From an optimization exercise on the open Yosys and OpenROAD flow, aimed at small area, a short achievable clock period and few clock cycles; shortcuts taken in it are not production practice. Only simulation tests tie the RTL to the original design; equivalence was not proved.

## flow/design.v (module list and top-level ports; edited modules follow where they fit)
// module Bicubic: 392 lines
// module cubic_kernel: 1203 lines
// module kernel_round: 8 lines
// module tmul: 445 lines
// module kfa: 4 lines
// module kha: 4 lines
module Bicubic #(parameter fraction_bits = 15)
(
input CLK,
input RST,
input enable,
input [7:0] input_data,
output logic [13:0] iaddr,
output logic ird,
output logic we,
output logic [13:0] waddr,
output logic [7:0] output_data,
input [6:0] V0,
input [6:0] H0,
input [4:0] SW,
input [4:0] SH,
input [5:0] TW,
input [5:0] TH,
output logic DONE
);
  // ...
==> flow/flow/run.sh <==
#!/bin/bash
# The standard layout (standard.sh), except that the ports are buffered with a
# plain buffer cell instead of the default delay cell.  The make output goes
# to standard.log; each ORFS step also keeps its own log under orfs/logs/.
set -euo pipefail
export BUFFER_PORTS_ARGS="-buffer_cell sky130_fd_sc_hd__buf_2"
bash standard.sh > standard.log 2>&1
==> flow/standard.sh <==
#!/bin/bash
# synth_recipe.tcl (not shown) runs the flow's synth.tcl, then flattens the netlist and writes it again
# the make line also repeats each setting of config.mk as NAME=value (left out here)
make -C /OpenROAD-flow-scripts/flow DESIGN_CONFIG=/design/flow/config.mk WORK_HOME=/design/flow/orfs CLKGATE_MAP_FILE= SYNTH_SCRIPT=/design/flow/synth_recipe.tcl "${@:-finish}"
==> flow/config.mk <==
export PLATFORM = sky130hd
export DESIGN_NAME = Bicubic
export DESIGN_NICKNAME = Bicubic
export VERILOG_FILES = /design/flow/design.v
export SDC_FILE = /design/flow/constraint.sdc
export NUM_CORES = 4
export LEC_CHECK = 0
export CAP_MARGIN = 20
export CORE_MARGIN = 2
export CORE_UTILIZATION = 55
export CTS_CLUSTER_DIAMETER = 80
export CTS_CLUSTER_SIZE = 30
export SLEW_MARGIN = 20
export SYNTH_HIERARCHICAL = 1
export SYNTH_MINIMUM_KEEP_SIZE = 0
==> flow/constraint.sdc <==
create_clock -name core_clock -period 55.0 [get_ports {CLK}]
set_input_delay 11.0000 -clock core_clock [delete_from_list [all_inputs] [get_ports {CLK}]]
set_output_delay 11.0000 -clock core_clock [all_outputs]
set_load 0.01 [all_outputs]
==> qor.yml, run 1 <==
status: "finished clean"
postPlaceCellArea_um2: 59400
ctsRootBufferMaster: "clkbuf_16"
worstSetupPathType: "register to primary output"
clock-sinks: 697
grt_util_met1: 0.402
fin_nets: 5964
period_share: 0.224
most-common-layout-cells: "722 x fa_1, 665 x and2_1, 550 x edfxtp_1, 342 x nand2_1, 319 x ha_1"
drtIter0Drc: 2477
dpl_worst_slack_ns: 42.89
post-place-cells: 6211
clk_latency_ns: 0.63
ios: 86
seqAreaFraction: 0.324
grt_use_met3: 0.0329
use_met2: 0.439
multi_input_area_share: 0.593
ctsHoldBuffers: 0
period_minus_slack_ns: 12.32
wl_met2_mm: 66.4
wl_met1_mm: 66.6
synth_area_um2: 57400
vias: 36135
cap_violations: 0
final_max_slew_viol_count: 0
instances_no_fill: 6287
r2r_end: "kc17_r"
synth_area_per_cell_um2: 11.8
numCtsBuffers: 38
start_util: 0.554
clk_path_buf_depth: 3
cts_tree: "yes"
grt-ovfl-total: 0
gp_congestion: 0.865
die_x_um: 327
grt_max_degree: 78
r2r_start: "oc"
port_buffers: 85
Testbench counts, summed over its fixed seeds: cycles 90,277.
==> run 2, diff against run 1 <==
--- a/flow/config.mk
+++ b/flow/config.mk
@@ -8,7 +8,8 @@
 export CAP_MARGIN = 20
 export CORE_MARGIN = 2
-export CORE_UTILIZATION = 55
+export CORE_UTILIZATION = 40
 export CTS_CLUSTER_DIAMETER = 80
 export CTS_CLUSTER_SIZE = 30
+export GPL_TIMING_DRIVEN = 0
 export SLEW_MARGIN = 20
 export SYNTH_HIERARCHICAL = 1
==> run 2 against run 1 <==
Effect of this change: maximum frequency rose by 0.35%; clock skew is essentially flat; worst setup slack better by 0.043 ns; non-clock buffer count rose by 152; die area rose by 37%; sequential cell count is the same; critical path type unchanged; critical endpoint unchanged; largest cell class unchanged.
==> qor.yml, run 2 <==
status: "finished clean"
period_minus_slack_ns: 12.27  # -0.0426 ns
clk_path_buf_depth: 3  # unchanged
die_h_um: 383
grt_max_degree: 53  # -32%
grt-ovfl-total: 0  # unchanged
drc_errors: 0
ctsHoldBuffers: 0  # unchanged
htree_levels: 2
clock-sinks: 697  # unchanged
worstSetupStartpointType: "register"
final_max_slew_viol_count: 0  # unchanged
cts_resized: 0
clk_latency_ns: 0.61  # -0.02 ns
crit_required_ns: 44.00
regArea_um2: 19700
cp.arrival_ns: 1.27
top_layer_used: "met4"
crit_start: "iaddr[9]"
fillers: 13248
drt-total-wl_mm: 146
final_common_cell: "fa_1"
critPathMaxFanout: 5
setup_tns_ns: 0
grt_pass1_vias: 38908
synth_area_um2: 57400  # unchanged
instances_no_fill: 6941  # +10%
setup_violations: 0
fin_nets: 6114  # +2.5%
most-common-layout-cells: "723 x fa_1, 665 x and2_1, 550 x edfxtp_1, 341 x nand2_1, 319 x ha_1"
clk_pin_slew_ns: 0.11
routedWlPerCell_um: 21.1
hold_viol_final: 0
ctsRootBufferMaster: "clkbuf_16"
vias: 36649  # +1.4%
tightestPinTransition_ns: 1.17
num_rows: 138
drive_above_1_share: 0.0733
dp_hpwl_mm: 119
max_stage_delay_ns: 0.48
area_delta_synth_final_pct: 7.64
detail_route.vias_per_cell: 5.28
slowest_stage: "edfxtp_1"
gp_congestion: 0.885  # +2.3%
post-place-cells: 6875  # +11%
wl_met3_mm: 7.09
numCtsBuffers: 36  # -5.3%
period_share: 0.223  # -0.000775
worst_clock_skew_ns: 0.0387
cts_tree: "yes"
drtAntennaViolNets: 0
slew-limit-headroom: 0.218
grt_use_total: 0.202
die_x_um: 383  # +17%
drt_first_pass_iters: 7
max_freq_mhz: 81.5
worst_hold_path_type: "register to register"
postCtsSetupRepairBufs: 0
wl_met1_mm: 67.0  # +0.64%
hold_start: "tg1_c"
multi_input_area_um2: 36000
start_util: 0.404  # -0.150
critPathBufInv: 1
critical_path.cell_chain: "buf_2"
ios: 86  # unchanged
synth_area_per_cell_um2: 11.8  # unchanged
cap_violations: 0  # unchanged
wl_met2_mm: 70.3  # +5.8%
reg_top3: "W (64), nA (64), nH (64)"
endpoint_kind: "primary output"
antenna_found_initial: 4
core_area_um2: 142000
die-area_um2: 146000
rsz0062_at_grt: "false"
syn_inst: 4869
port_buffers: 85  # unchanged
r2r_start: "tg3_fire"
worstSetupPathType: "register to primary output"
crit_family: "flip-flops"
ys_warn_count: 9
grt_pass1_wl_mm: 230
drtIter0Drc: 2836  # +14%
run 2: cell type report:
class	instances	share of cell area
timing repair buffer	100	0.0103
clock inverter	20	0.00504
clock buffer	41	0.0152
inverter	202	0.0123
multi-input combinational	3746	0.582
buffer	242	0.0176
antenna	3	0.000122
sequential	697	0.319
tap	1890	0.0383
run 2: stage by stage:
stage	setup WS, ns	instance area [µm²]	hold WS, ns	utilization
2_1_floorplan	42.97	57400	0.310	-
3_3_place_gp	41.95	60200	0.312	0.424
3_5_place_dp	42.86	60500	0.312	0.426
4_1_cts	42.68	61700	0.339	0.435
5_1_grt	42.50	61800	0.351	0.435
6_report	42.73	61800	0.338	0.435
run 2: path summary, 6_finish.rpt:
kind / depth (start not counted) / end / slack [ns]
min reg2reg: 0 / tg2_c / 0.34
max in group asynchronous: 3 / tg2_sh / 43.93
max reg2reg: 27 / kc17_r / 42.94
min: 0 / tg2_c / 0.34
min in group asynchronous: 2 / cf[0] / 10.52
max: 1 / iaddr[9] / 42.73
run 2: routing by layer:
| layer | GRT usage | vias up |
|---|---|---|
| met5 | 0 | - |
| met4 | 0.0315 | 0 |
| met3 | 0.0212 | 130 |
| met2 | 0.338 | 787 |
| met1 | 0.288 | 18860 |
| li1 | - | 16872 |
==> run 3, diff against run 2 <==
--- a/flow/config.mk
+++ b/flow/config.mk
@@ -11,5 +11,4 @@
 export CTS_CLUSTER_DIAMETER = 80
 export CTS_CLUSTER_SIZE = 30
-export GPL_TIMING_DRIVEN = 0
 export SLEW_MARGIN = 20
 export SYNTH_HIERARCHICAL = 1
==> run 3 against run 2 <==
Effect of this change: still clean; register-to-register slack gained 1.8 ns; first-iteration DRC count down 11%; maximum frequency fell by 0.15%; critical path depth did not move; synthesized area did not move; clock skew grew 0.010 ns; die area stayed put; via count decreased by 1.6%; global-route usage down 0.67 points; sequential cell count stayed put; final cell count down 2.0%; final area about the same; highest routed layer is now met5.
==> qor.yml, run 3 <==
fin_nets: 5972  # -2.3%
crit_start: "iaddr[5]"
crit_family: "flip-flops"
slowest_stage: "edfxtp_1"
drtAntennaViolNets: 0  # unchanged
post-place-cells: 6725  # -2.2%
dp_hpwl_mm: 106  # -11%
critPathMaxFanout: 4  # -1
r2r_setup_slack_ns: 44.78  # +1.84 ns
drc_errors: 0  # unchanged
worst_clock_skew_ns: 0.0491  # +0.0104 ns
instances_no_fill: 6802  # -2.0%
grt_use_total: 0.195  # -0.00670
period_minus_slack_ns: 12.29  # +0.0188 ns
ctsHoldBuffers: 0  # unchanged
fillers: 13255  # +0.053%
endpoint: "iaddr[5]"
hold_start: "tg1_last"
synth_area_per_cell_um2: 11.8  # unchanged
ctsRootBufferMaster: "clkbuf_16"
drtIter0Drc: 2516  # -11%
worstSetupPathType: "register to primary output"
port_buffers: 85  # unchanged
synth_area_um2: 57400  # unchanged
setup_tns_ns: 0  # unchanged
worst_hold_path_type: "register to register"
clk_pin_slew_ns: 0.11  # about the same
critPathBufInv: 1  # unchanged
drive_above_1_share: 0.0888  # +0.0155
syn_inst: 4869  # unchanged
die-area_um2: 146000  # unchanged
critical_path.cell_chain: "buf_2"
grt-ovfl-total: 0  # unchanged
most-common-layout-cells: "723 x fa_1, 665 x and2_1, 550 x edfxtp_1, 342 x nand2_1, 319 x ha_1"
grt_max_degree: 69  # +30%
final_max_slew_viol_count: 0  # unchanged
clk_latency_ns: 0.65  # +0.04 ns
rsz0062_at_grt: "false"
gp_congestion: 0.877  # -0.90%
reg_top3: "W (64), nA (64), nH (64)"
endpoint_kind: "primary output"
start_util: 0.404  # unchanged
period_share: 0.224  # +0.000342
multi_input_area_um2: 36100  # +0.30%
r2r_cells: 27  # unchanged
postCtsSetupRepairBufs: 0  # unchanged
num_rows: 138  # unchanged
cap_violations: 0  # unchanged
die_h_um: 383  # unchanged
crit_required_ns: 44.00  # about the same
r2r_start: "oc"
vias: 36059  # -1.6%
setup_violations: 0  # unchanged
drt_first_pass_iters: 5  # -2
max_stage_delay_ns: 0.48  # about the same
core_area_um2: 142000  # unchanged
final_common_cell: "fa_1"
grt_pass1_vias: 38372  # -1.4%
die_x_um: 383  # unchanged
max_freq_mhz: 81.3  # -0.15%
tightestPinTransition_ns: 1.16  # -0.00916 ns
cts_tree: "yes"
r2r_end: "kc17_r"
slew-limit-headroom: 0.224  # +0.00611
cts_resized: 0  # unchanged
antenna_found_initial: 6  # +2
detail_route.vias_per_cell: 5.30  # +0.40%
worstSetupStartpointType: "register"
hold_viol_final: 0  # unchanged
clk_path_buf_depth: 3  # unchanged
path_depth: 1  # unchanged
routedWlPerCell_um: 20.9  # -1.1%
htree_levels: 2  # unchanged
grt_pass1_wl_mm: 223  # -3.0%
ios: 86  # unchanged
regArea_um2: 19700  # about the same
clock-sinks: 697  # unchanged
numCtsBuffers: 41  # +14%
cp.arrival_ns: 1.29  # +0.02 ns
status: "finished clean"
area_delta_synth_final_pct: 7.62  # about the same
drt-total-wl_mm: 142  # -3.1%
ys_warn_count: 9  # unchanged
-- run 3: layout make-up --
cell class                      count  share of cell area
Antenna cell                        2           0.0000810
Clock buffer                       43              0.0171
Clock inverter                     27             0.00825
Inverter                          202              0.0123
Multi-Input combinational cell   3746               0.584
Sequential cell                   697               0.319
Tap cell                         1890              0.0383
Timing Repair Buffer              195              0.0208
-- run 3: stage by stage --
| step | cell area [µm²] | util | hold slack, ns | setup slack [ns] |
|---|---|---|---|---|
| 2_1_floorplan | 57400 | - | 0.310 | 42.97 |
| 3_3_place_gp | 60100 | 0.423 | 0.311 | 42.77 |
| 3_5_place_dp | 60100 | 0.423 | 0.314 | 42.76 |
| 4_1_cts | 61700 | 0.434 | 0.330 | 42.66 |
| 5_1_grt | 61700 | 0.435 | 0.340 | 42.64 |
| 6_report | 61800 | 0.435 | 0.331 | 42.71 |
-- run 3: worst min path at each step --
stage / cells past startpoint / end / slack [ns]
2_1_floorplan: 0 / k_last / 0.31
3_3_place_gp: 0 / tg2_last / 0.31
3_5_place_dp: 0 / tg3_alt / 0.31
4_1_cts: 0 / tg2_last / 0.33
5_1_grt: 0 / tg2_last / 0.34
6_report: 0 / tg2_last / 0.33
-- run 3: layer usage --
| metal | track usage | wire (µm) | part of all wire |
|---|---|---|---|
| met4 | 0.0359 | 2240 | 0.016 |
| met2 | 0.320 | 66500 | 0.47 |
| met5 | 0 | 11 | 0.000078 |
| met3 | 0.0273 | 7370 | 0.052 |
| met1 | 0.278 | 65800 | 0.46 |
==> module Bicubic, before the edit <==
module Bicubic #(parameter fraction_bits = 15)
(
input CLK,
input RST,
input enable,
input [7:0] input_data,
output logic [13:0] iaddr,
output logic ird,
output logic we,
output logic [13:0] waddr,
output logic [7:0] output_data,
input [6:0] V0,
input [6:0] H0,
input [4:0] SW,
input [4:0] SH,
input [5:0] TW,
input [5:0] TH,
output logic DONE
);
localparam JS_IDLE = 2'd0, JS_DIV = 2'd1, JS_RUN = 2'd2;
reg [1:0] js;
reg [3:0] dcnt;
reg [5:0] rTW, rTW1, rTH1, rRows;    
reg [6:0] rH0, rV0m1;
reg [6:0] remx, remy;
reg [15:0] qx, qy;
wire eqS = qy[15];                   
wire [6:0] dvx = (dcnt == 0) ? remx : {remx[5:0], 1'b0};
wire [6:0] dvy = (dcnt == 0) ? remy : {remy[5:0], 1'b0};
wire [7:0] dsx = {1'b0, dvx} - {2'b0, rTW1};
wire [7:0] dsy = {1'b0, dvy} - {2'b0, rTH1};
wire start_run = (js == JS_DIV) && (dcnt == 4'd15);
always @(posedge CLK or posedge RST) begin
    if (RST) begin
        js <= JS_IDLE;
        dcnt <= 0;
    end else begin
        case (js)
            JS_IDLE: if (enable) begin js <= JS_DIV; dcnt <= 0; end
            JS_DIV: begin
                dcnt <= dcnt + 1'b1;
                if (dcnt == 4'd15) js <= JS_RUN;
            end
            default: ;
        endcase
    end
end
always @(posedge CLK) begin
    if (js == JS_IDLE) begin
        rTW <= TW;
        rTW1 <= TW - 1'b1;
        rTH1 <= TH - 1'b1;
        rRows <= {1'b0, SH} + 6'd2;
        rH0 <= H0;
        rV0m1 <= V0 - 1'b1;
        remx <= {2'b0, SW - 1'b1};
        remy <= {2'b0, SH - 1'b1};
    end else if (js == JS_DIV) begin
        if (!dsx[7]) begin remx <= dsx[6:0]; qx <= {qx[14:0], 1'b1}; end
        else begin remx <= dvx; qx <= {qx[14:0], 1'b0}; end
        if (!dsy[7]) begin remy <= dsy[6:0]; qy <= {qy[14:0], 1'b1}; end
        else begin remy <= dvy; qy <= {qy[14:0], 1'b0}; end
    end
end
reg [19:0] QX; reg [5:0] RX;
wire [6:0] rxs = {1'b0, RX} + {1'b0, remx[5:0]};
wire [7:0] rxd = {1'b0, rxs} - {2'b0, rTW1};
wire       rxc = !rxd[7];
wire [19:0] QXn = QX + {4'b0, qx} + rxc;
wire [5:0] RXn = rxc ? rxd[5:0] : rxs[5:0];
reg [19:0] QY; reg [5:0] RY;
reg [5:0] jp;
wire [6:0] rys = {1'b0, RY} + {1'b0, remy[5:0]};
wire [7:0] ryd = {1'b0, rys} - {2'b0, rTH1};
wire       ryc = !ryd[7];
wire [19:0] QYn = QY + {4'b0, qy} + ryc;
wire [5:0] RYn = ryc ? ryd[5:0] : rys[5:0];
reg tu_busy, tu_own;                 
reg [15:0] tu_tmp;
wire cs_req, pr_req, tu_rel;
wire tu_gcs = !tu_busy && cs_req;
wire tu_gpr = !tu_busy && !cs_req && pr_req;
wire [14:0] tu_fr = (tu_busy ? tu_own : tu_gcs) ? QX[14:0] : QY[14:0];
wire [15:0] tu_ma = tu_busy ? tu_tmp : {1'b0, tu_fr};
wire [30:0] tu_p;
tmul u_tmul(.a(tu_ma), .b(tu_fr), .p(tu_p));
wire [15:0] tu_t3 = tu_p[30:15];
always @(posedge CLK or posedge RST) begin
    if (RST) tu_busy <= 0;
    else if (tu_gcs || tu_gpr) tu_busy <= 1;
    else if (tu_busy && (tu_own || tu_rel)) tu_busy <= 0;
end
always @(posedge CLK) begin
    if (tu_gcs || tu_gpr) begin
        tu_tmp <= tu_p[29:14];
        tu_own <= tu_gcs;
    end
end
reg [14:0] bf  [0:1];                
reg [15:0] bt2 [0:1];
reg [15:0] bt3 [0:1];
reg [1:0]  cf;                       
reg [1:0]  bw;                       
reg        fe_lat;                   
localparam CS_OFF = 2'd0, CS_COL = 2'd1, CS_WT = 2'd2;
reg [1:0] cs_st;
reg cs_c;
reg [5:0] cs_i;
wire cs_valid = cs_i < rTW;
wire cs_xf = |QX[14:10];
wire [6:0] cs_X = rH0 + {2'b0, QX[19:15]};
wire cs_ok = (cs_st == CS_COL) && fe_lat && cf[cs_c];
assign cs_req = cs_ok && cs_valid && cs_xf;
wire cs_colgo = cs_ok && (!(cs_valid && cs_xf) || tu_gcs);
wire cs_coldone = cs_colgo && !(cs_valid && cs_xf) || (cs_st == CS_WT);
wire fe_take;                        
wire col_free;                       
always @(posedge CLK or posedge RST) begin
    if (RST) begin
        cs_st <= CS_OFF;
        cf <= 2'b00;
        bw <= 2'b00;
        fe_lat <= 0;
    end else begin
        if (start_run) begin
            cs_st <= CS_COL;
            cf <= 2'b11;
            bw <= 2'b00;
            fe_lat <= 0;
        end else begin
            case (cs_st)
                CS_COL: if (cs_colgo && cs_valid && cs_xf) cs_st <= CS_WT;
                CS_WT:  cs_st <= CS_COL;
                default: ;
            endcase
            if (fe_take) begin
                fe_lat <= 1'b1;
                bw <= 2'b00;
            end else if (cs_coldone) begin
                bw[cs_c] <= 1'b1;
                if (cs_c) fe_lat <= 1'b0;
            end
            if (cs_coldone) cf[cs_c] <= 1'b0;
            if (col_free) cf[tg3_c] <= 1'b1;
        end
    end
end
always @(posedge CLK) begin
    if (start_run) begin
        cs_c <= 0; cs_i <= 0;
        QX <= 0; RX <= 0;
    end else begin
        if (cs_st == CS_COL && cs_colgo) begin
            bf[cs_c] <= cs_xf ? QX[14:0] : 15'd0;
            if (!(cs_valid && cs_xf)) begin
                bt2[cs_c] <= 0;
                bt3[cs_c] <= 0;
            end
        end
        if (cs_st == CS_WT) begin
            bt2[cs_c] <= tu_tmp;
            bt3[cs_c] <= tu_t3;
        end
        if (cs_coldone) begin
            QX <= QXn; RX <= RXn;
            cs_i <= cs_i + 1'b1;
            cs_c <= ~cs_c;
        end
    end
end
localparam FE_OFF = 2'd0, FE_GRP = 2'd1, FE_ROW = 2'd2;
reg [1:0] fe_st;
reg [2:0] slot;
reg [5:0] rr;
reg [13:0] rowaddr;
reg [2:0] pend;
reg col1v, samex;
wire oe_pop;
assign fe_take = (fe_st == FE_GRP) && (cs_st == CS_COL) && !cs_c && !fe_lat && cs_valid;
wire [13:0] grprow = ({7'b0, cs_X} * 14'd100) - 14'd100 + {7'b0, rV0m1};
wire row_start = (fe_st == FE_ROW) && (slot == 0) && (!pend[2] || oe_pop);
wire slot_act = (fe_st == FE_ROW) && ((slot != 0) || row_start) &&
                !(slot == 3'd3 && !bw[0]) && !(slot == 3'd4 && !bw[1]);
wire last_slot = slot_act && ((slot == 3'd4) || (slot == 3'd3 && !col1v));
wire s_read = slot_act && !(slot == 3'd4 && samex);
wire s_fire = slot_act && (slot == 3'd3 || slot == 3'd4);
wire lastrow = (rr == rRows);
reg tg1_sh, tg1_fire, tg1_c, tg1_alt, tg1_last, tg1_free;
reg tg2_sh, tg2_fire, tg2_c, tg2_alt, tg2_last, tg2_free;
reg tg3_fire, tg3_c, tg3_alt, tg3_last, tg3_free, tg3_xf;
always @(posedge CLK or posedge RST) begin
    if (RST) begin
        fe_st <= FE_OFF;
        pend <= 0;
        ird <= 0;
        tg1_sh <= 0; tg1_fire <= 0; tg2_sh <= 0; tg2_fire <= 0; tg3_fire <= 0;
    end else begin
        if (start_run) begin
            fe_st <= FE_GRP;
            pend <= 0;
        end else begin
            case (fe_st)
                FE_GRP: if (fe_take) fe_st <= FE_ROW;
                FE_ROW: if (last_slot && lastrow) fe_st <= FE_GRP;
                default: ;
            endcase
            pend <= pend + row_start - oe_pop;
        end
        ird <= s_read;
        tg1_sh <= s_read;
        tg1_fire <= s_fire;
        tg2_sh <= tg1_sh;
        tg2_fire <= tg1_fire;
        tg3_fire <= tg2_fire;
    end
end
always @(posedge CLK) begin
    if (fe_take) begin
        rowaddr <= grprow;
        samex <= QXn[19:15] == QX[19:15];
        col1v <= (cs_i + 1'b1) < rTW;
        rr <= 0;
        slot <= 0;
    end
    if (slot_act) begin
        if (s_read) iaddr <= ((slot == 0) ? rowaddr : iaddr + 14'd100);
        slot <= last_slot ? 3'd0 : slot + 1'b1;
        if (last_slot) begin
            rowaddr <= rowaddr + 1'b1;
            rr <= rr + 1'b1;
        end
    end
    tg1_c <= (slot == 3'd4);
    tg1_alt <= eqS && (rr == 6'd4);
    tg1_last <= last_slot;
    tg1_free <= lastrow;
    tg2_c <= tg1_c; tg2_alt <= tg1_alt; tg2_last <= tg1_last;
    tg2_free <= tg1_free;
    tg3_c <= tg2_c; tg3_alt <= tg2_alt; tg3_last <= tg2_last;
    tg3_free <= tg2_free;
    tg3_xf <= |bf[tg2_c][14:10];
end
reg [7:0] sr [0:3];
always @(posedge CLK) begin
    if (tg2_sh) begin
        sr[0] <= sr[1]; sr[1] <= sr[2]; sr[2] <= sr[3]; sr[3] <= input_data;
    end
end
wire fire = tg3_fire;
assign col_free = fire && tg3_free;
reg [7:0] nH [0:3][0:1];             
reg [7:0] nA [0:3][0:1];
reg       nX [0:3][0:1];
reg [3:0] nvalid;
reg [1:0] wptr, rptr;
reg [7:0] W [0:1][0:3];              
reg oe_on, pr_on, rv, need_pop, oc, gfirst;
reg [2:0] initcnt;
reg [5:0] oi0;
reg [14:0] rf; reg [15:0] rt2, rt3;
reg rstep, rlast, rj0;
reg d1, d2;
reg k_iss, k_fire;                   
wire g_yf = |QY[14:10];
wire g_last = (jp == rTH1);
wire g_step = !g_last && (QYn[19:15] != QY[19:15]);
wire g_tready = tu_busy && !tu_own;
assign pr_req = pr_on && g_yf && !tu_busy;
wire pvalid = pr_on && (!g_yf || g_tready);
wire olastc = ({1'b0, oi0} + 7'd1) < {1'b0, rTW};
reg ryf;                             
wire issue = oe_on && rv && !fire;
wire last_issue = issue && (oc == olastc);
wire grp_end = last_issue && rlast;
wire all_end = grp_end && (({1'b0, oi0} + 7'd2) >= {1'b0, rTW});
wire head_v = nvalid[rptr];
wire step_now = last_issue && rstep;
wire pop_step = head_v && (need_pop || step_now);
wire pop_init = oe_on && head_v && (initcnt != 0) && !rv;
assign oe_pop = pop_step || pop_init;
wire need_pop_after = (need_pop || step_now) && !pop_step;
wire [2:0] initcnt_after = grp_end ? (all_end ? 3'd0 : 3'd4) : (initcnt - pop_init);
wire oe_load = oe_on && pvalid && (!rv || last_issue) && !need_pop_after &&
               (initcnt_after == 0) && !grp_end;
assign tu_rel = oe_load || cs_req;
always @(posedge CLK or posedge RST) begin
    if (RST) begin
        oe_on <= 0; pr_on <= 0; rv <= 0; need_pop <= 0; initcnt <= 0;
        nvalid <= 0; wptr <= 0; rptr <= 0;
        d1 <= 0; d2 <= 0; DONE <= 0;
    end else begin
        if (start_run) begin
            oe_on <= 1; pr_on <= 1; rv <= 0; need_pop <= 0; initcnt <= 3'd4;
            nvalid <= 0; wptr <= 0; rptr <= 0;
        end else begin
            if (all_end) begin oe_on <= 0; pr_on <= 0; end
            initcnt <= initcnt_after;
            need_pop <= need_pop_after;
            if (oe_load) rv <= 1;
            else if (last_issue) rv <= 0;
            if (oe_pop) begin
                nvalid[rptr] <= 1'b0;
                rptr <= rptr + 1'b1;
            end
            if (k_fire && k_last) begin
                nvalid[wptr] <= 1'b1;
                wptr <= wptr + 1'b1;
            end
        end
        d1 <= all_end;
        d2 <= d1;
        if (d2) DONE <= 1'b1;
    end
end
integer c;
always @(posedge CLK) begin
    if (start_run) begin
        oi0 <= 0; oc <= 0; gfirst <= 1;
        QY <= 0; RY <= 0; jp <= 0;
    end
    if (issue) begin
        oc <= last_issue ? 1'b0 : ~oc;
        gfirst <= 0;
    end
    if (grp_end) begin
        oi0 <= oi0 + 6'd2;
        gfirst <= 1;
    end
    if (oe_load) begin
        rf <= g_yf ? QY[14:0] : 15'd0;
        ryf <= g_yf;
        rt2 <= g_yf ? tu_tmp : 16'd0;
        rt3 <= g_yf ? tu_t3 : 16'd0;
        rstep <= g_step; rlast <= g_last; rj0 <= (jp == 0);
        if (g_last) begin QY <= 0; RY <= 0; jp <= 0; end
        else begin QY <= QYn; RY <= RYn; jp <= jp + 1'b1; end
    end
    if (oe_pop) begin
        for (c = 0; c < 2; c = c + 1) begin
            W[c][0] <= W[c][1];
            W[c][1] <= W[c][2];
            W[c][2] <= W[c][3];
            if (pop_init)
                W[c][3] <= nH[rptr][c];
            else if (nX[rptr][c])
                W[c][3] <= ryf ? nH[rptr][c] : nA[rptr][c];
            else
                W[c][3] <= rj0 ? W[c][3] : nH[rptr][c];
        end
    end
end
wire [7:0] kp0 = fire ? sr[0] : W[oc][0];
wire [7:0] kp1 = fire ? sr[1] : W[oc][1];
wire [7:0] kp2 = fire ? sr[2] : W[oc][2];
wire [7:0] kp3 = fire ? sr[3] : W[oc][3];
wire [14:0] kf = fire ? bf[tg3_c] : rf;
wire [15:0] kt2 = fire ? bt2[tg3_c] : rt2;
wire [15:0] kt3 = fire ? bt3[tg3_c] : rt3;
wire [12:0] kha, khb;
wire kc17;
cubic_kernel u_kernel(.pm1(kp0), .p0(kp1), .p1(kp2), .p2(kp3), .f(kf), .t2(kt2), .t3(kt3),
                      .ha(kha), .hb(khb), .c17(kc17));
reg [12:0] kha_r, khb_r;
reg kc17_r;
reg k_c, k_last, k_oc, k_gf, k_olc;
wire [7:0] kres;
kernel_round u_round(.ha(kha_r), .hb(khb_r), .c17(kc17_r), .q(kres));
always @(posedge CLK or posedge RST) begin
    if (RST) begin
        k_iss <= 0; k_fire <= 0; we <= 0;
    end else begin
        k_iss <= issue;
        k_fire <= fire;
        we <= k_iss;
    end
end
always @(posedge CLK) begin
    kha_r <= kha; khb_r <= khb; kc17_r <= kc17;
    k_c <= tg3_c; k_last <= tg3_last;
    k_oc <= oc; k_gf <= gfirst; k_olc <= olastc;
    if (k_iss) begin
        output_data <= kres;
        waddr <= k_gf ? {8'b0, oi0} :
                 waddr + (k_oc ? 14'd1 : {8'b0, rTW} - {13'b0, k_olc});
    end
    if (fire) begin
        nA[wptr][tg3_c] <= tg3_alt ? sr[2] : sr[0];
        nX[wptr][tg3_c] <= tg3_xf;
    end
    if (k_fire) nH[wptr][k_c] <= kres;
end
endmodule
==> run 4, diff against run 3 <==
--- a/flow/design.v
+++ b/flow/design.v
@@ -270,5 +270,7 @@
 wire olastc = ({1'b0, oi0} + 7'd1) < {1'b0, rTW};
 reg ryf;                             
-wire issue = oe_on && rv && !fire;
+wire fxf = tg3_xf;
+wire fire_k = fire && fxf;           
+wire issue = oe_on && rv && !(fire_k && ryf);
 wire last_issue = issue && (oc == olastc);
 wire grp_end = last_issue && rlast;
@@ -350,11 +352,11 @@
     end
 end
-wire [7:0] kp0 = fire ? sr[0] : W[oc][0];
-wire [7:0] kp1 = fire ? sr[1] : W[oc][1];
-wire [7:0] kp2 = fire ? sr[2] : W[oc][2];
-wire [7:0] kp3 = fire ? sr[3] : W[oc][3];
-wire [14:0] kf = fire ? bf[tg3_c] : rf;
-wire [15:0] kt2 = fire ? bt2[tg3_c] : rt2;
-wire [15:0] kt3 = fire ? bt3[tg3_c] : rt3;
+wire [7:0] kp0 = fire_k ? sr[0] : W[oc][0];
+wire [7:0] kp1 = fire_k ? sr[1] : W[oc][1];
+wire [7:0] kp2 = fire_k ? sr[2] : W[oc][2];
+wire [7:0] kp3 = fire_k ? sr[3] : W[oc][3];
+wire [14:0] kf = fire_k ? bf[tg3_c] : rf;
+wire [15:0] kt2 = fire_k ? bt2[tg3_c] : rt2;
+wire [15:0] kt3 = fire_k ? bt3[tg3_c] : rt3;
 wire [12:0] kha, khb;
 wire kc17;
@@ -363,5 +365,6 @@
 reg [12:0] kha_r, khb_r;
 reg kc17_r;
-reg k_c, k_last, k_oc, k_gf, k_olc;
+reg k_c, k_last, k_oc, k_gf, k_olc, k_kf, k_ik;
+reg [7:0] k_bv;
 wire [7:0] kres;
 kernel_round u_round(.ha(kha_r), .hb(khb_r), .c17(kc17_r), .q(kres));
@@ -378,7 +381,8 @@
     kha_r <= kha; khb_r <= khb; kc17_r <= kc17;
     k_c <= tg3_c; k_last <= tg3_last;
+    k_kf <= fxf; k_ik <= ryf; k_bv <= W[oc][1];
     k_oc <= oc; k_gf <= gfirst; k_olc <= olastc;
     if (k_iss) begin
-        output_data <= kres;
+        output_data <= k_ik ? kres : k_bv;
         waddr <= k_gf ? {8'b0, oi0} :
                  waddr + (k_oc ? 14'd1 : {8'b0, rTW} - {13'b0, k_olc});
@@ -387,6 +391,7 @@
         nA[wptr][tg3_c] <= tg3_alt ? sr[2] : sr[0];
         nX[wptr][tg3_c] <= tg3_xf;
+        if (!fxf) nH[wptr][tg3_c] <= sr[1];
     end
-    if (k_fire) nH[wptr][k_c] <= kres;
+    if (k_fire && k_kf) nH[wptr][k_c] <= kres;
 end
 endmodule
==> run 4 against run 3 <==
Effect of this change: maximum frequency is 0.38% lower; via count up 2.4%; synthesized area up 1.8%; wire length grew 3.4%; synthesized cell count increased by 1.3%; sequential share of layout area decreased by 0.16 points; critical endpoint is now iaddr[9]; final area increased by 1.5%; largest cell class unchanged.
==> qor.yml, run 4 <==
status: "finished clean"
critPathMaxFanout: 5  # +1
start_util: 0.402  # -0.00245
dp_hpwl_mm: 109  # +2.9%
ys_warn_count: 9  # unchanged
hold_viol_final: 0  # unchanged
fin_nets: 6027  # +0.92%
gp_congestion: 0.857  # -2.2%
crit_required_ns: 44.00  # about the same
multi_input_area_um2: 36900  # +2.2%
period_minus_slack_ns: 12.34  # +0.0466 ns
dpl_worst_slack_ns: 42.93  # +0.165 ns
critical_path.cell_chain: "buf_2"
final_max_slew_viol_count: 0  # unchanged
most-common-layout-cells: "723 x fa_1, 665 x and2_1, 550 x edfxtp_1, 369 x nand2_1, 319 x ha_1"
routedWlPerCell_um: 21.3  # +2.1%
die_x_um: 386  # +0.89%
drtIter0Drc: 2402  # -4.5%
num_rows: 140  # +1.4%
grt_max_degree: 96  # +39%
drt-total-wl_mm: 147  # +3.4%
die_h_um: 386  # +0.89%
fillers: 13547  # +2.2%
max_freq_mhz: 81.0  # -0.38%
port_buffers: 85  # unchanged
numCtsBuffers: 40  # -2.4%
clk_path_buf_depth: 3  # unchanged
grt_use_total: 0.200  # +0.00492
ios: 86  # unchanged
syn_inst: 4933  # +1.3%
drt_first_pass_iters: 5  # unchanged
die-area_um2: 149000  # +1.8%
ctsHoldBuffers: 0  # unchanged
rsz0062_at_grt: "false"
drive_above_1_share: 0.106  # +0.0168
period_share: 0.224  # +0.000847
core_area_um2: 145000  # +2.4%
worst_clock_skew_ns: 0.0559  # +0.00677 ns
drc_errors: 0  # unchanged
cts_resized: 0  # unchanged
grt_pass1_wl_mm: 231  # +3.8%
synth_area_per_cell_um2: 11.8  # +0.50%
clock-sinks: 707  # +1.4%
postCtsSetupRepairBufs: 0  # unchanged
cp.arrival_ns: 1.34  # +0.05 ns
tightestPinTransition_ns: 1.19  # +0.0220 ns
critPathBufInv: 1  # unchanged
grt-ovfl-total: 0  # unchanged
clk_pin_slew_ns: 0.10  # about the same
htree_levels: 2  # unchanged
final_common_cell: "fa_1"
worstSetupStartpointType: "register"
slew-limit-headroom: 0.205  # -0.0186
whs_ns: 0.336  # +0.00505 ns
synth_area_um2: 58400  # +1.8%
area_delta_synth_final_pct: 7.28
detail_route.vias_per_cell: 5.36  # +1.1%
setup_slack_ns: 42.66  # -0.0466 ns
max_stage_delay_ns: 0.49  # about the same
regArea_um2: 19900  # +1.0%
worstSetupPathType: "register to primary output"
crit_family: "flip-flops"
slowest_stage: "edfxtp_1"
endpoint_kind: "primary output"
ctsRootBufferMaster: "clkbuf_16"
cap_violations: 0  # unchanged
reg_top3: "W (64), nA (64), nH (64)"
worst_hold_path_type: "register to register"
clk_latency_ns: 0.67  # +0.02 ns
grt_pass1_vias: 39155  # +2.0%
setup_tns_ns: 0  # unchanged
drtAntennaViolNets: 0  # unchanged
setup_violations: 0  # unchanged
vias: 36909  # +2.4%
cts_tree: "yes"
antenna_found_initial: 3  # -3
run 4: cell types whose count changed in the layout (fill, tap and decap cells not counted), moves of 10 or more:
cell,delta
mux2_2,+92
nand3_1,-10
mux2i_1,-21
o21ai_0,+10
inv_1,+11
dfxtp_1,+10
nor2_1,-30
nor2b_1,+16
nand2_1,+27
buf_4,-10
o21ai_1,+17
a21oi_1,-65
run 4: per-stage QoR:
stage	cells	utilization	cell area, µm²
2_1_floorplan	4951	-	58500
3_3_place_gp	6808	0.420	61100
3_5_place_dp	6811	0.421	61200
4_1_cts	6885	0.431	62600
5_1_grt	6887	0.431	62700
6_report	6889	0.431	62700
run 4: path summary, 6_finish.rpt:
kind	startpoint	endpoint	slack [ns]	cells past startpoint
min	tg3_last	k_last	0.34	0
min reg2reg	tg3_last	k_last	0.34	0
max	iaddr[9]	iaddr[9]	42.66	1
max in group asynchronous	RST	wptr[1]	44.00	3
max reg2reg	tg3_fire	kc17_r	44.33	27
min in group asynchronous	RST	d1	10.53	3
run 4: cell type report:
cell class              instances  share of cell area
well taps                    1917              0.0383
clock inverters                27             0.00711
inverters                     212              0.0127
diodes                          2           0.0000798
flip-flops and latches        707               0.317
multi-input cells            3792               0.589
repair buffers                185              0.0193
clock buffers                  47              0.0167
run 4: per-layer routing:
metal  routed length [µm]  global-route usage
met4                 2390              0.0366
met2                70000               0.333
met1                66900               0.283
met5                    0                   0
met3                 7490              0.0238
Testbench counts of run 4, summed over its fixed seeds: cycles 87,983.
==> run 5, diff against run 4 <==
--- a/flow/design.v
+++ b/flow/design.v
@@ -366,5 +366,5 @@
 reg kc17_r;
 reg k_c, k_last, k_oc, k_gf, k_olc, k_kf, k_ik;
-reg [7:0] k_bv;
+reg [7:0] k_bv, k_fv;
 wire [7:0] kres;
 kernel_round u_round(.ha(kha_r), .hb(khb_r), .c17(kc17_r), .q(kres));
@@ -381,5 +381,5 @@
     kha_r <= kha; khb_r <= khb; kc17_r <= kc17;
     k_c <= tg3_c; k_last <= tg3_last;
-    k_kf <= fxf; k_ik <= ryf; k_bv <= W[oc][1];
+    k_kf <= fxf; k_ik <= ryf; k_bv <= W[oc][1]; k_fv <= sr[1];
     k_oc <= oc; k_gf <= gfirst; k_olc <= olastc;
     if (k_iss) begin
@@ -391,7 +391,6 @@
         nA[wptr][tg3_c] <= tg3_alt ? sr[2] : sr[0];
         nX[wptr][tg3_c] <= tg3_xf;
-        if (!fxf) nH[wptr][tg3_c] <= sr[1];
     end
-    if (k_fire && k_kf) nH[wptr][k_c] <= kres;
+    if (k_fire) nH[wptr][k_c] <= k_kf ? kres : k_fv;
 end
 endmodule
==> run 5 against run 4 <==
Effect of this change: synthesized cell count is 1.5% lower; global-route usage shrank 0.32 points; clock skew shrank 0.0053 ns; critical path type unchanged; highest routed layer is now met5; utilization increased by 0.12 points; wire length down 1.7%; maximum frequency grew 0.22%; count of clock-buffer cells in the layout grew 2; via count decreased by 1.9%.
==> qor.yml, run 5 <==
status: "finished clean"
drtAntennaViolNets: 0  # unchanged
drt_first_pass_iters: 16  # +11
die_h_um: 385  # -0.42%
final_common_cell: "fa_1"
worstSetupStartpointType: "register"
htree_levels: 2  # unchanged
setup_violations: 0  # unchanged
post-place-cells: 6736  # -1.1%
setup_slack_ns: 42.69  # +0.0276 ns
cts_tree: "yes"
drive_above_1_share: 0.0942  # -0.0114
drtIter0Drc: 2417  # +0.62%
antenna_found_initial: 6  # +3
fin_nets: 5962  # -1.1%
die-area_um2: 148000  # -0.84%
critical_path.cell_chain: "buf_2"
period_share: 0.224  # -0.000502
vias: 36204  # -1.9%
dpl_worst_slack_ns: 42.94  # +0.0105 ns
ctsRootBufferMaster: "clkbuf_16"
grt_pass1_vias: 38249  # -2.3%
postCtsSetupRepairBufs: 0  # unchanged
detail_route.vias_per_cell: 5.32  # -0.73%
slew-limit-headroom: 0.252  # +0.0464
drc_errors: 0  # unchanged
gp_congestion: 0.879  # +2.5%
start_util: 0.403  # +0.00140
hold_viol_final: 0  # unchanged
max_freq_mhz: 81.2  # +0.22%
clk_pin_slew_ns: 0.11  # about the same
critPathMaxFanout: 5  # unchanged
syn_inst: 4859  # -1.5%
numCtsBuffers: 38  # -5.0%
whs_ns: 0.339  # +0.00310 ns
clock-sinks: 715  # +1.1%
ios: 86  # unchanged
worst_hold_path_type: "register to register"
postPlaceCellArea_um2: 60700  # -0.74%
instances_no_fill: 6807  # -1.2%
port_buffers: 85  # unchanged
synth_area_per_cell_um2: 11.9  # +0.66%
most-common-layout-cells: "723 x fa_1, 592 x and2_1, 550 x edfxtp_1, 325 x nand2_1, 319 x ha_1"
grt_pass1_wl_mm: 226  # -2.2%
endpoint_kind: "primary output"
cap_violations: 0  # unchanged
fillers: 13512  # -0.26%
rsz0062_at_grt: "false"
cts_resized: 0  # unchanged
final_max_slew_viol_count: 0  # unchanged
synth_area_um2: 57900  # -0.85%
routedWlPerCell_um: 21.2  # -0.57%
area_delta_synth_final_pct: 7.22  # about the same
grt-ovfl-total: 0  # unchanged
slowest_stage: "edfxtp_1"
tightestPinTransition_ns: 1.11  # -0.0713 ns
worst_clock_skew_ns: 0.0506  # -0.00528 ns
grt_max_degree: 95  # -1.0%
ys_warn_count: 9  # unchanged
setup_tns_ns: 0  # unchanged
die_x_um: 385  # -0.42%
critPathBufInv: 1  # unchanged
num_rows: 139  # -0.71%
grt_use_total: 0.197  # -0.00321
worstSetupPathType: "register to primary output"
crit_family: "flip-flops"
final_core_util: 0.432  # +0.00125
max_stage_delay_ns: 0.48  # about the same
clk_path_buf_depth: 3  # unchanged
core_area_um2: 144000  # -1.2%
reg_top3: "W (64), nA (64), nH (64)"
ctsHoldBuffers: 0  # unchanged
crit_required_ns: 44.00  # about the same
drt-total-wl_mm: 144  # -1.7%
cp.arrival_ns: 1.31  # -0.03 ns
dp_hpwl_mm: 109  # -0.43%
period_minus_slack_ns: 12.31  # -0.0276 ns
clk_latency_ns: 0.67  # about the same
final_cell_area_um2: 62100  # -0.91%
run 5: path summary, 6_finish.rpt:
path | depth (start not counted) | startpoint | end | slack, ns
max | 1 | iaddr[8] | iaddr[8] | 42.69
min | 0 | tg2_free | tg3_free | 0.34
max reg2reg | 25 | oc | kc17_r | 44.61
min reg2reg | 0 | tg2_free | tg3_free | 0.34
max in group asynchronous | 3 | RST | dcnt[1] | 43.94
min in group asynchronous | 3 | RST | DONE | 10.51
run 5: layout make-up:
cell class,instances,area [µm²],area share
clock buffer,49,1030,0.0167
clock inverter,20,367,0.00590
inverter,198,743,0.0120
sequential,715,20000,0.323
multi-input combinational,3720,36200,0.584
timing repair buffer,200,1290,0.0207
tap,1903,2380,0.0383
antenna,2,5.00,0.0000806
run 5: metal layers:
metal  global-route usage  routed length (µm)  share of wire
met1                0.283               66800           0.46
met2                0.322               68100           0.47
met3               0.0212                6900          0.048
met4               0.0401                2350          0.016
met5                    0                  11       0.000076
Testbench counts of run 5, summed over its fixed seeds: cycles 87,983.
==> run 6, diff against run 5 <==
--- a/flow/design.v
+++ b/flow/design.v
@@ -142,5 +142,5 @@
             end
             if (cs_coldone) cf[cs_c] <= 1'b0;
-            if (col_free) cf[tg3_c] <= 1'b1;
+            if (col_free) cf[fcol] <= 1'b1;
         end
     end
@@ -180,13 +180,15 @@
 wire [13:0] grprow = ({7'b0, cs_X} * 14'd100) - 14'd100 + {7'b0, rV0m1};
 wire row_start = (fe_st == FE_ROW) && (slot == 0) && (!pend[2] || oe_pop);
+wire dbl = col1v && samex;
 wire slot_act = (fe_st == FE_ROW) && ((slot != 0) || row_start) &&
-                !(slot == 3'd3 && !bw[0]) && !(slot == 3'd4 && !bw[1]);
-wire last_slot = slot_act && ((slot == 3'd4) || (slot == 3'd3 && !col1v));
+                !(slot == 3'd3 && (!bw[0] || (dbl && !bw[1]))) && !(slot == 3'd4 && !bw[1]);
+wire last_slot = slot_act && ((slot == 3'd4) || (slot == 3'd3 && (!col1v || samex)));
 wire s_read = slot_act && !(slot == 3'd4 && samex);
 wire s_fire = slot_act && (slot == 3'd3 || slot == 3'd4);
 wire lastrow = (rr == rRows);
-reg tg1_sh, tg1_fire, tg1_c, tg1_alt, tg1_last, tg1_free;
-reg tg2_sh, tg2_fire, tg2_c, tg2_alt, tg2_last, tg2_free;
-reg tg3_fire, tg3_c, tg3_alt, tg3_last, tg3_free, tg3_xf;
+reg tg1_sh, tg1_fire, tg1_c, tg1_alt, tg1_last, tg1_free, tg1_dbl;
+reg tg2_sh, tg2_fire, tg2_c, tg2_alt, tg2_last, tg2_free, tg2_dbl;
+reg tg3_fire, tg3_c, tg3_alt, tg3_last, tg3_free, tg3_xf, tg3_dbl;
+reg fd, fd_alt, fd_free, sh_d;          
 always @(posedge CLK or posedge RST) begin
     if (RST) begin
@@ -195,4 +197,5 @@
         ird <= 0;
         tg1_sh <= 0; tg1_fire <= 0; tg2_sh <= 0; tg2_fire <= 0; tg3_fire <= 0;
+        fd <= 0;
     end else begin
         if (start_run) begin
@@ -213,4 +216,5 @@
         tg2_fire <= tg1_fire;
         tg3_fire <= tg2_fire;
+        fd <= tg3_fire && tg3_dbl;
     end
 end
@@ -233,5 +237,6 @@
     tg1_c <= (slot == 3'd4);
     tg1_alt <= eqS && (rr == 6'd4);
-    tg1_last <= last_slot;
+    tg1_last <= last_slot && !(slot == 3'd3 && dbl);
+    tg1_dbl <= (slot == 3'd3) && dbl;
     tg1_free <= lastrow;
     tg2_c <= tg1_c; tg2_alt <= tg1_alt; tg2_last <= tg1_last;
@@ -239,14 +244,27 @@
     tg3_c <= tg2_c; tg3_alt <= tg2_alt; tg3_last <= tg2_last;
     tg3_free <= tg2_free;
+    tg2_dbl <= tg1_dbl; tg3_dbl <= tg2_dbl;
+    fd_alt <= tg3_alt; fd_free <= tg3_free; sh_d <= tg2_sh;
     tg3_xf <= |bf[tg2_c][14:10];
 end
 reg [7:0] sr [0:3];
+reg [7:0] srx;                       
 always @(posedge CLK) begin
     if (tg2_sh) begin
+        srx <= sr[0];
         sr[0] <= sr[1]; sr[1] <= sr[2]; sr[2] <= sr[3]; sr[3] <= input_data;
     end
 end
-wire fire = tg3_fire;
-assign col_free = fire && tg3_free;
+wire fire = tg3_fire || fd;
+wire fcol = fd || tg3_c;
+wire flast = fd || tg3_last;
+wire falt = fd ? fd_alt : tg3_alt;
+wire fxf = fd ? |bf[1][14:10] : tg3_xf;
+wire fwin = fd && sh_d;              
+wire [7:0] fp0 = fwin ? srx : sr[0];
+wire [7:0] fp1 = fwin ? sr[0] : sr[1];
+wire [7:0] fp2 = fwin ? sr[1] : sr[2];
+wire [7:0] fp3 = fwin ? sr[2] : sr[3];
+assign col_free = fire && (fd ? fd_free : tg3_free);
 reg [7:0] nH [0:3][0:1];             
 reg [7:0] nA [0:3][0:1];
@@ -270,7 +288,5 @@
 wire olastc = ({1'b0, oi0} + 7'd1) < {1'b0, rTW};
 reg ryf;                             
-wire fxf = tg3_xf;
-wire fire_k = fire && fxf;           
-wire issue = oe_on && rv && !(fire_k && ryf);
+wire issue = oe_on && rv && !fire;
 wire last_issue = issue && (oc == olastc);
 wire grp_end = last_issue && rlast;
@@ -352,11 +368,11 @@
     end
 end
-wire [7:0] kp0 = fire_k ? sr[0] : W[oc][0];
-wire [7:0] kp1 = fire_k ? sr[1] : W[oc][1];
-wire [7:0] kp2 = fire_k ? sr[2] : W[oc][2];
-wire [7:0] kp3 = fire_k ? sr[3] : W[oc][3];
-wire [14:0] kf = fire_k ? bf[tg3_c] : rf;
-wire [15:0] kt2 = fire_k ? bt2[tg3_c] : rt2;
-wire [15:0] kt3 = fire_k ? bt3[tg3_c] : rt3;
+wire [7:0] kp0 = fire ? fp0 : W[oc][0];
+wire [7:0] kp1 = fire ? fp1 : W[oc][1];
+wire [7:0] kp2 = fire ? fp2 : W[oc][2];
+wire [7:0] kp3 = fire ? fp3 : W[oc][3];
+wire [14:0] kf = fire ? bf[fcol] : rf;
+wire [15:0] kt2 = fire ? bt2[fcol] : rt2;
+wire [15:0] kt3 = fire ? bt3[fcol] : rt3;
 wire [12:0] kha, khb;
 wire kc17;
@@ -365,6 +381,5 @@
 reg [12:0] kha_r, khb_r;
 reg kc17_r;
-reg k_c, k_last, k_oc, k_gf, k_olc, k_kf, k_ik;
-reg [7:0] k_bv, k_fv;
+reg k_c, k_last, k_oc, k_gf, k_olc;
 wire [7:0] kres;
 kernel_round u_round(.ha(kha_r), .hb(khb_r), .c17(kc17_r), .q(kres));
@@ -380,17 +395,16 @@
 always @(posedge CLK) begin
     kha_r <= kha; khb_r <= khb; kc17_r <= kc17;
-    k_c <= tg3_c; k_last <= tg3_last;
-    k_kf <= fxf; k_ik <= ryf; k_bv <= W[oc][1]; k_fv <= sr[1];
+    k_c <= fcol; k_last <= flast;
     k_oc <= oc; k_gf <= gfirst; k_olc <= olastc;
     if (k_iss) begin
-        output_data <= k_ik ? kres : k_bv;
+        output_data <= kres;
         waddr <= k_gf ? {8'b0, oi0} :
                  waddr + (k_oc ? 14'd1 : {8'b0, rTW} - {13'b0, k_olc});
     end
     if (fire) begin
-        nA[wptr][tg3_c] <= tg3_alt ? sr[2] : sr[0];
-        nX[wptr][tg3_c] <= tg3_xf;
+        nA[wptr][fcol] <= falt ? fp2 : fp0;
+        nX[wptr][fcol] <= fxf;
     end
-    if (k_fire) nH[wptr][k_c] <= k_kf ? kres : k_fv;
+    if (k_fire) nH[wptr][k_c] <= kres;
 end
 endmodule
==> run 6 against run 5 <==
Effect of this change: still clean on timing, DRC and antenna; clock skew grew 0.0036 ns; synthesized cell count rose by 4.0%; worst setup slack worse by 0.038 ns; count of clock-buffer cells in the layout down 1; critical path depth is the same; hold slack lost 0.0016 ns; critical endpoint is now iaddr[9].
==> qor.yml, run 6 <==
status: "finished clean"
num_rows: 140  # +0.72%
tightestPinTransition_ns: 1.18  # +0.0649 ns
drt-total-wl_mm: 149  # +3.5%
final_max_slew_viol_count: 0  # unchanged
gp_congestion: 0.881  # +0.19%
period_share: 0.225  # +0.000682
hold_viol_final: 0  # unchanged
routedWlPerCell_um: 21.4  # +0.84%
worstSetupPathType: "register to primary output"
crit_family: "flip-flops"
critPathMaxFanout: 5  # unchanged
start_util: 0.403  # about the same
worst_hold_path_type: "register to register"
final_cell_area_um2: 63200  # +1.7%
grt_pass1_vias: 39752  # +3.9%
drt_first_pass_iters: 5  # -11
grt-ovfl-total: 0  # unchanged
crit_start: "iaddr[9]"
cp.arrival_ns: 1.35  # +0.04 ns
worstSetupStartpointType: "register"
htree_levels: 2  # unchanged
setup_violations: 0  # unchanged
setup_slack_ns: 42.65  # -0.0375 ns
dpl_worst_slack_ns: 42.67  # -0.270 ns
max_stage_delay_ns: 0.49  # about the same
ctsHoldBuffers: 0  # unchanged
grt_pass1_wl_mm: 235  # +3.9%
r2r_cells: 30  # +20%
vias: 37959  # +4.8%
drive_above_1_share: 0.0963  # +0.00206
synth_area_per_cell_um2: 11.6  # -2.3%
clk_path_buf_depth: 3  # unchanged
core_area_um2: 146000  # +1.6%
critical_path.cell_chain: "buf_2"
endpoint_kind: "primary output"
period_minus_slack_ns: 12.35  # +0.0375 ns
setup_tns_ns: 0  # unchanged
ios: 86  # unchanged
area_delta_synth_final_pct: 7.38
final_common_cell: "fa_1"
r2r_start: "fd"
multi_input_area_um2: 37200  # +2.6%
r2r_setup_slack_ns: 44.01  # -0.60 ns
critPathBufInv: 1  # unchanged
regArea_um2: 20100  # +0.14%
numCtsBuffers: 39  # +2.6%
grt_use_total: 0.199  # +0.00226
worst_clock_skew_ns: 0.0542  # +0.00362 ns
rsz0062_at_grt: "false"
synth_area_um2: 58800  # +1.6%
fillers: 13618  # +0.78%
antenna_found_initial: 3  # -3
detail_route.vias_per_cell: 5.43  # +2.1%
drtIter0Drc: 2596  # +7.4%
die-area_um2: 150000  # +1.6%
path_depth: 1  # unchanged
clk_pin_slew_ns: 0.12  # about the same
cts_tree: "yes"
ys_warn_count: 9  # unchanged
max_freq_mhz: 81.0  # -0.30%
reg_top3: "W (64), nA (64), nH (64)"
port_buffers: 85  # unchanged
ctsRootBufferMaster: "clkbuf_16"
die_x_um: 388  # +0.77%
drtAntennaViolNets: 0  # unchanged
slowest_stage: "edfxtp_1"
dp_hpwl_mm: 111  # +1.6%
r2r_end: "kc17_r"
crit_required_ns: 44.00  # about the same
cts_resized: 0  # unchanged
syn_inst: 5052  # +4.0%
fin_nets: 6126  # +2.8%
clock-sinks: 712  # -0.42%
most-common-layout-cells: "723 x fa_1, 665 x and2_1, 558 x edfxtp_1, 335 x nand2_1, 319 x ha_1"
die_h_um: 388  # +0.77%
drc_errors: 0  # unchanged
grt_max_degree: 79  # -17%
postPlaceCellArea_um2: 61700  # +1.7%
slew-limit-headroom: 0.213  # -0.0392
cap_violations: 0  # unchanged
postCtsSetupRepairBufs: 0  # unchanged
clk_latency_ns: 0.67  # about the same
endpoint: "iaddr[9]"
-- run 6: how the worst min path moves through the flow --
| stage | from | endpoint | slack (ns) | cells after the start |
|---|---|---|---|---|
| 2_1_floorplan | tg1_alt | tg2_alt | 0.31 | 0 |
| 3_3_place_gp | tg2_free | tg3_free | 0.31 | 0 |
| 3_5_place_dp | tg2_free | tg3_free | 0.32 | 0 |
| 4_1_cts | tg2_free | tg3_free | 0.34 | 0 |
| 5_1_grt | tg1_last | tg2_last | 0.35 | 0 |
| 6_report | tg2_dbl | tg3_dbl | 0.34 | 0 |
-- run 6: cell type report --
| type | instances | share of cell area |
|---|---|---|
| multi-input cells | 3883 | 0.589 |
| flip-flops and latches | 712 | 0.318 |
| well taps | 1917 | 0.0380 |
| repair buffers | 201 | 0.0209 |
| clock buffers | 48 | 0.0163 |
| inverters | 200 | 0.0120 |
| clock inverters | 23 | 0.00606 |
| diodes | 4 | 0.000158 |
-- run 6: routing by layer --
metal	track usage	vias up	part of all wire
met5	0	-	0
met4	0.0395	0	0.017
met3	0.0226	146	0.047
met2	0.322	865	0.47
met1	0.289	19637	0.47
li1	-	17311	-
-- run 6: metrics by stage --
step	cells	hold WS, ns	utilization
detailed placement	6911	0.316	0.423
global route	6985	0.345	0.433
finish	6988	0.338	0.433
global placement	6911	0.312	0.423
floorplan	5070	0.310	-
CTS	6982	0.336	0.433
Testbench counts of run 6, summed over its fixed seeds: cycles 88,947.
==> run 7, diff against run 6 <==
--- a/flow/design.v
+++ b/flow/design.v
@@ -288,5 +288,6 @@
 wire olastc = ({1'b0, oi0} + 7'd1) < {1'b0, rTW};
 reg ryf;                             
-wire issue = oe_on && rv && !fire;
+wire fire_k = fire && fxf;           
+wire issue = oe_on && rv && !(fire_k && ryf);
 wire last_issue = issue && (oc == olastc);
 wire grp_end = last_issue && rlast;
@@ -368,11 +369,11 @@
     end
 end
-wire [7:0] kp0 = fire ? fp0 : W[oc][0];
-wire [7:0] kp1 = fire ? fp1 : W[oc][1];
-wire [7:0] kp2 = fire ? fp2 : W[oc][2];
-wire [7:0] kp3 = fire ? fp3 : W[oc][3];
-wire [14:0] kf = fire ? bf[fcol] : rf;
-wire [15:0] kt2 = fire ? bt2[fcol] : rt2;
-wire [15:0] kt3 = fire ? bt3[fcol] : rt3;
+wire [7:0] kp0 = fire_k ? fp0 : W[oc][0];
+wire [7:0] kp1 = fire_k ? fp1 : W[oc][1];
+wire [7:0] kp2 = fire_k ? fp2 : W[oc][2];
+wire [7:0] kp3 = fire_k ? fp3 : W[oc][3];
+wire [14:0] kf = fire_k ? bf[fcol] : rf;
+wire [15:0] kt2 = fire_k ? bt2[fcol] : rt2;
+wire [15:0] kt3 = fire_k ? bt3[fcol] : rt3;
 wire [12:0] kha, khb;
 wire kc17;
@@ -381,5 +382,6 @@
 reg [12:0] kha_r, khb_r;
 reg kc17_r;
-reg k_c, k_last, k_oc, k_gf, k_olc;
+reg k_c, k_last, k_oc, k_gf, k_olc, k_kf, k_ik;
+reg [7:0] k_bv;
 wire [7:0] kres;
 kernel_round u_round(.ha(kha_r), .hb(khb_r), .c17(kc17_r), .q(kres));
@@ -396,7 +398,8 @@
     kha_r <= kha; khb_r <= khb; kc17_r <= kc17;
     k_c <= fcol; k_last <= flast;
+    k_kf <= fxf; k_ik <= ryf; k_bv <= W[oc][1];
     k_oc <= oc; k_gf <= gfirst; k_olc <= olastc;
     if (k_iss) begin
-        output_data <= kres;
+        output_data <= k_ik ? kres : k_bv;
         waddr <= k_gf ? {8'b0, oi0} :
                  waddr + (k_oc ? 14'd1 : {8'b0, rTW} - {13'b0, k_olc});
@@ -405,6 +408,7 @@
         nA[wptr][fcol] <= falt ? fp2 : fp0;
         nX[wptr][fcol] <= fxf;
+        if (!fxf) nH[wptr][fcol] <= fp1;
     end
-    if (k_fire) nH[wptr][k_c] <= kres;
+    if (k_fire && k_kf) nH[wptr][k_c] <= kres;
 end
 endmodule
==> run 7 against run 6 <==
Effect of this change: still clean on timing, DRC and antenna; sequential cell count rose by 10; sequential share of layout area shrank 0.43 points; utilization shrank 0.11 points; wire length grew 4.5%; count of clock-buffer cells in the layout stayed put; hold slack better by 0.0020 ns; die area is 2.4% higher; worst setup slack improved by 0.026 ns; clock skew increased by 0.0020 ns; synthesized cell count is 4.2% higher; maximum frequency up 0.21%; critical path type unchanged.
==> qor.yml, run 7 <==
status: "finished clean"
reg_top3: "W (64), nA (64), nH (64)"
grt_use_total: 0.204  # +0.00490
antenna_found_initial: 0  # -3
dp_hpwl_mm: 117  # +5.6%
worstSetupPathType: "register to primary output"
drtAntennaViolNets: 0  # unchanged
critical_path.cell_chain: "buf_2"
dpl_worst_slack_ns: 42.69  # +0.0219 ns
num_rows: 142  # +1.4%
setup_violations: 0  # unchanged
syn_inst: 5262  # +4.2%
numCtsBuffers: 40  # +2.6%
area_delta_synth_final_pct: 7.30  # about the same
synth_area_per_cell_um2: 11.5  # -1.6%
drt_first_pass_iters: 5  # unchanged
period_share: 0.224  # -0.000476
final_max_slew_viol_count: 0  # unchanged
drt-total-wl_mm: 156  # +4.5%
worstSetupStartpointType: "register"
worst_hold_path_type: "register to register"
worst_clock_skew_ns: 0.0562  # +0.00201 ns
vias: 39312  # +3.6%
most-common-layout-cells: "723 x fa_1, 629 x and2_1, 558 x edfxtp_1, 322 x nand2_1, 319 x ha_1"
drive_above_1_share: 0.0970  # +0.000673
critPathBufInv: 1  # unchanged
grt_pass1_vias: 40889  # +2.9%
max_freq_mhz: 81.1  # +0.21%
ctsRootBufferMaster: "clkbuf_16"
drc_errors: 0  # unchanged
ios: 86  # unchanged
regArea_um2: 20300  # +0.99%
slowest_stage: "edfxtp_1"
clk_path_buf_depth: 3  # unchanged
grt-ovfl-total: 0  # unchanged
setup_tns_ns: 0  # unchanged
rsz0062_at_grt: "false"
ys_warn_count: 9  # unchanged
ctsHoldBuffers: 0  # unchanged
multi_input_area_um2: 38300  # +3.0%
hold_viol_final: 0  # unchanged
htree_levels: 2  # unchanged
cp.arrival_ns: 1.32  # -0.03 ns
fin_nets: 6327  # +3.3%
period_minus_slack_ns: 12.32  # -0.0262 ns
tightestPinTransition_ns: 1.14  # -0.0426 ns
crit_family: "flip-flops"
die_h_um: 392  # +1.2%
detail_route.vias_per_cell: 5.39  # -0.69%
setup_slack_ns: 42.68  # +0.0262 ns
clk_latency_ns: 0.67  # about the same
final_common_cell: "fa_1"
core_area_um2: 150000  # +2.6%
critPathMaxFanout: 4  # -1
postCtsSetupRepairBufs: 0  # unchanged
port_buffers: 85  # unchanged
slew-limit-headroom: 0.238  # +0.0256
fillers: 13987  # +2.7%
grt_pass1_wl_mm: 243  # +3.2%
max_stage_delay_ns: 0.48  # about the same
die-area_um2: 154000  # +2.4%
grt_max_degree: 73  # -7.6%
gp_congestion: 0.890  # +1.1%
start_util: 0.403  # -0.000704
synth_area_um2: 60300  # +2.5%
crit_required_ns: 44.00  # about the same
whs_ns: 0.340  # +0.00201 ns
die_x_um: 392  # +1.2%
clock-sinks: 722  # +1.4%
cts_resized: 0  # unchanged
drtIter0Drc: 2914  # +12%
cts_tree: "yes"
cap_violations: 0  # unchanged
clk_pin_slew_ns: 0.11  # about the same
endpoint_kind: "primary output"
routedWlPerCell_um: 21.4  # +0.25%
==> run 7: changes by cell type in the layout (fill, tap and decap cells not counted), moves of 10 or more <==
| cell | before | now |
|---|---|---|
| a21oi_1 | 194 | 282 |
| a21oi_2 | 2 | 21 |
| a22oi_1 | 16 | 0 |
| a31oi_1 | 47 | 21 |
| a31oi_2 | 20 | 0 |
| and2_1 | 665 | 629 |
| dfxtp_1 | 109 | 119 |
| mux2i_1 | 85 | 130 |
| nand2_1 | 335 | 322 |
| nor2_1 | 218 | 275 |
| nor2b_1 | 164 | 211 |
| nor3_1 | 31 | 42 |
==> run 7: through the flow <==
step,instance area [µm²],util,instances
6_report,64700,0.432,7287
5_1_grt,64700,0.432,7285
4_1_cts,64700,0.432,7285
3_5_place_dp,63200,0.422,7212
3_3_place_gp,63200,0.422,7211
2_1_floorplan,60400,-,5280
==> run 7: worst paths after layout <==
path	depth (start not counted)	start	slack [ns]	end
hold / removal	0	tg2_last	0.34	tg3_last
max in group asynchronous	3	RST	43.89	tg2_sh
hold reg to reg	0	tg2_last	0.34	tg3_last
min in group asynchronous	3	RST	10.49	DONE
setup reg to reg	26	fd	43.13	kc17_r
setup / recovery	1	iaddr[2]	42.68	iaddr[2]
==> run 7: layout make-up <==
class,count,area share
antenna,2,0.0000774
inverter,194,0.0113
sequential,722,0.313
tap,2016,0.0390
multi-input combinational,4073,0.592
timing repair buffer,207,0.0207
clock buffer,48,0.0163
clock inverter,25,0.00694
==> run 7: metal layers <==
layer / vias to the layer above / part of all wire / global-route usage
li1: 18001 / - / -
met1: 20174 / 0.46 / 0.288
met2: 975 / 0.47 / 0.338
met3: 162 / 0.052 / 0.0232
met4: 0 / 0.018 / 0.0420
met5: - / 0 / 0
Testbench counts of run 7, summed over its fixed seeds: cycles 85,609.

[afterwards: timing with drivers on the ports]
Ports are ideal in the flow. The routed layouts listed here were re-timed in OpenROAD.
Step 1: set_driving_cell puts a clkbuf_16 on CLK and a buf_2 on each other input, an assumption about the parent block.
Step 2, shift: input delay + t, output delay - t, t = (earliest + latest rising clock arrival at the registers) / 2. This alone moves slack from input paths to output paths.
a / b / c = no drivers / after step 1 / after step 2; a / b = the first two.
| run | t, ns | setup WS [ns] | slew at the worst register clock pin (ns) | worst slew at a driven data input, ns | pins driven straight from the clock port |
|---|---|---|---|---|---|
| run 1 | 0.685 | 42.683 / 42.614 / 42.902 | 0.11 / 0.11 | 0.06 | 1 |
| run 2 | 0.662 | 42.726 / 42.660 / 42.916 | 0.11 / 0.11 | 0.06 | 1 |
| run 3 | 0.691 | 42.707 / 42.644 / 42.927 | 0.11 / 0.11 | 0.07 | 1 |
| run 4 | 0.720 | 42.660 / 42.583 / 42.932 | 0.12 / 0.12 | 0.08 | 1 |
| run 5 | 0.720 | 42.688 / 42.612 / 42.929 | 0.12 / 0.12 | 0.06 | 1 |
| run 6 | 0.708 | 42.650 / 42.583 / 42.677 | 0.12 / 0.12 | 0.05 | 1 |
| run 7 | 0.716 | 42.676 / 42.606 / 42.708 | 0.12 / 0.12 | 0.05 | 1 |
After both steps setup and hold are still met in every run listed.
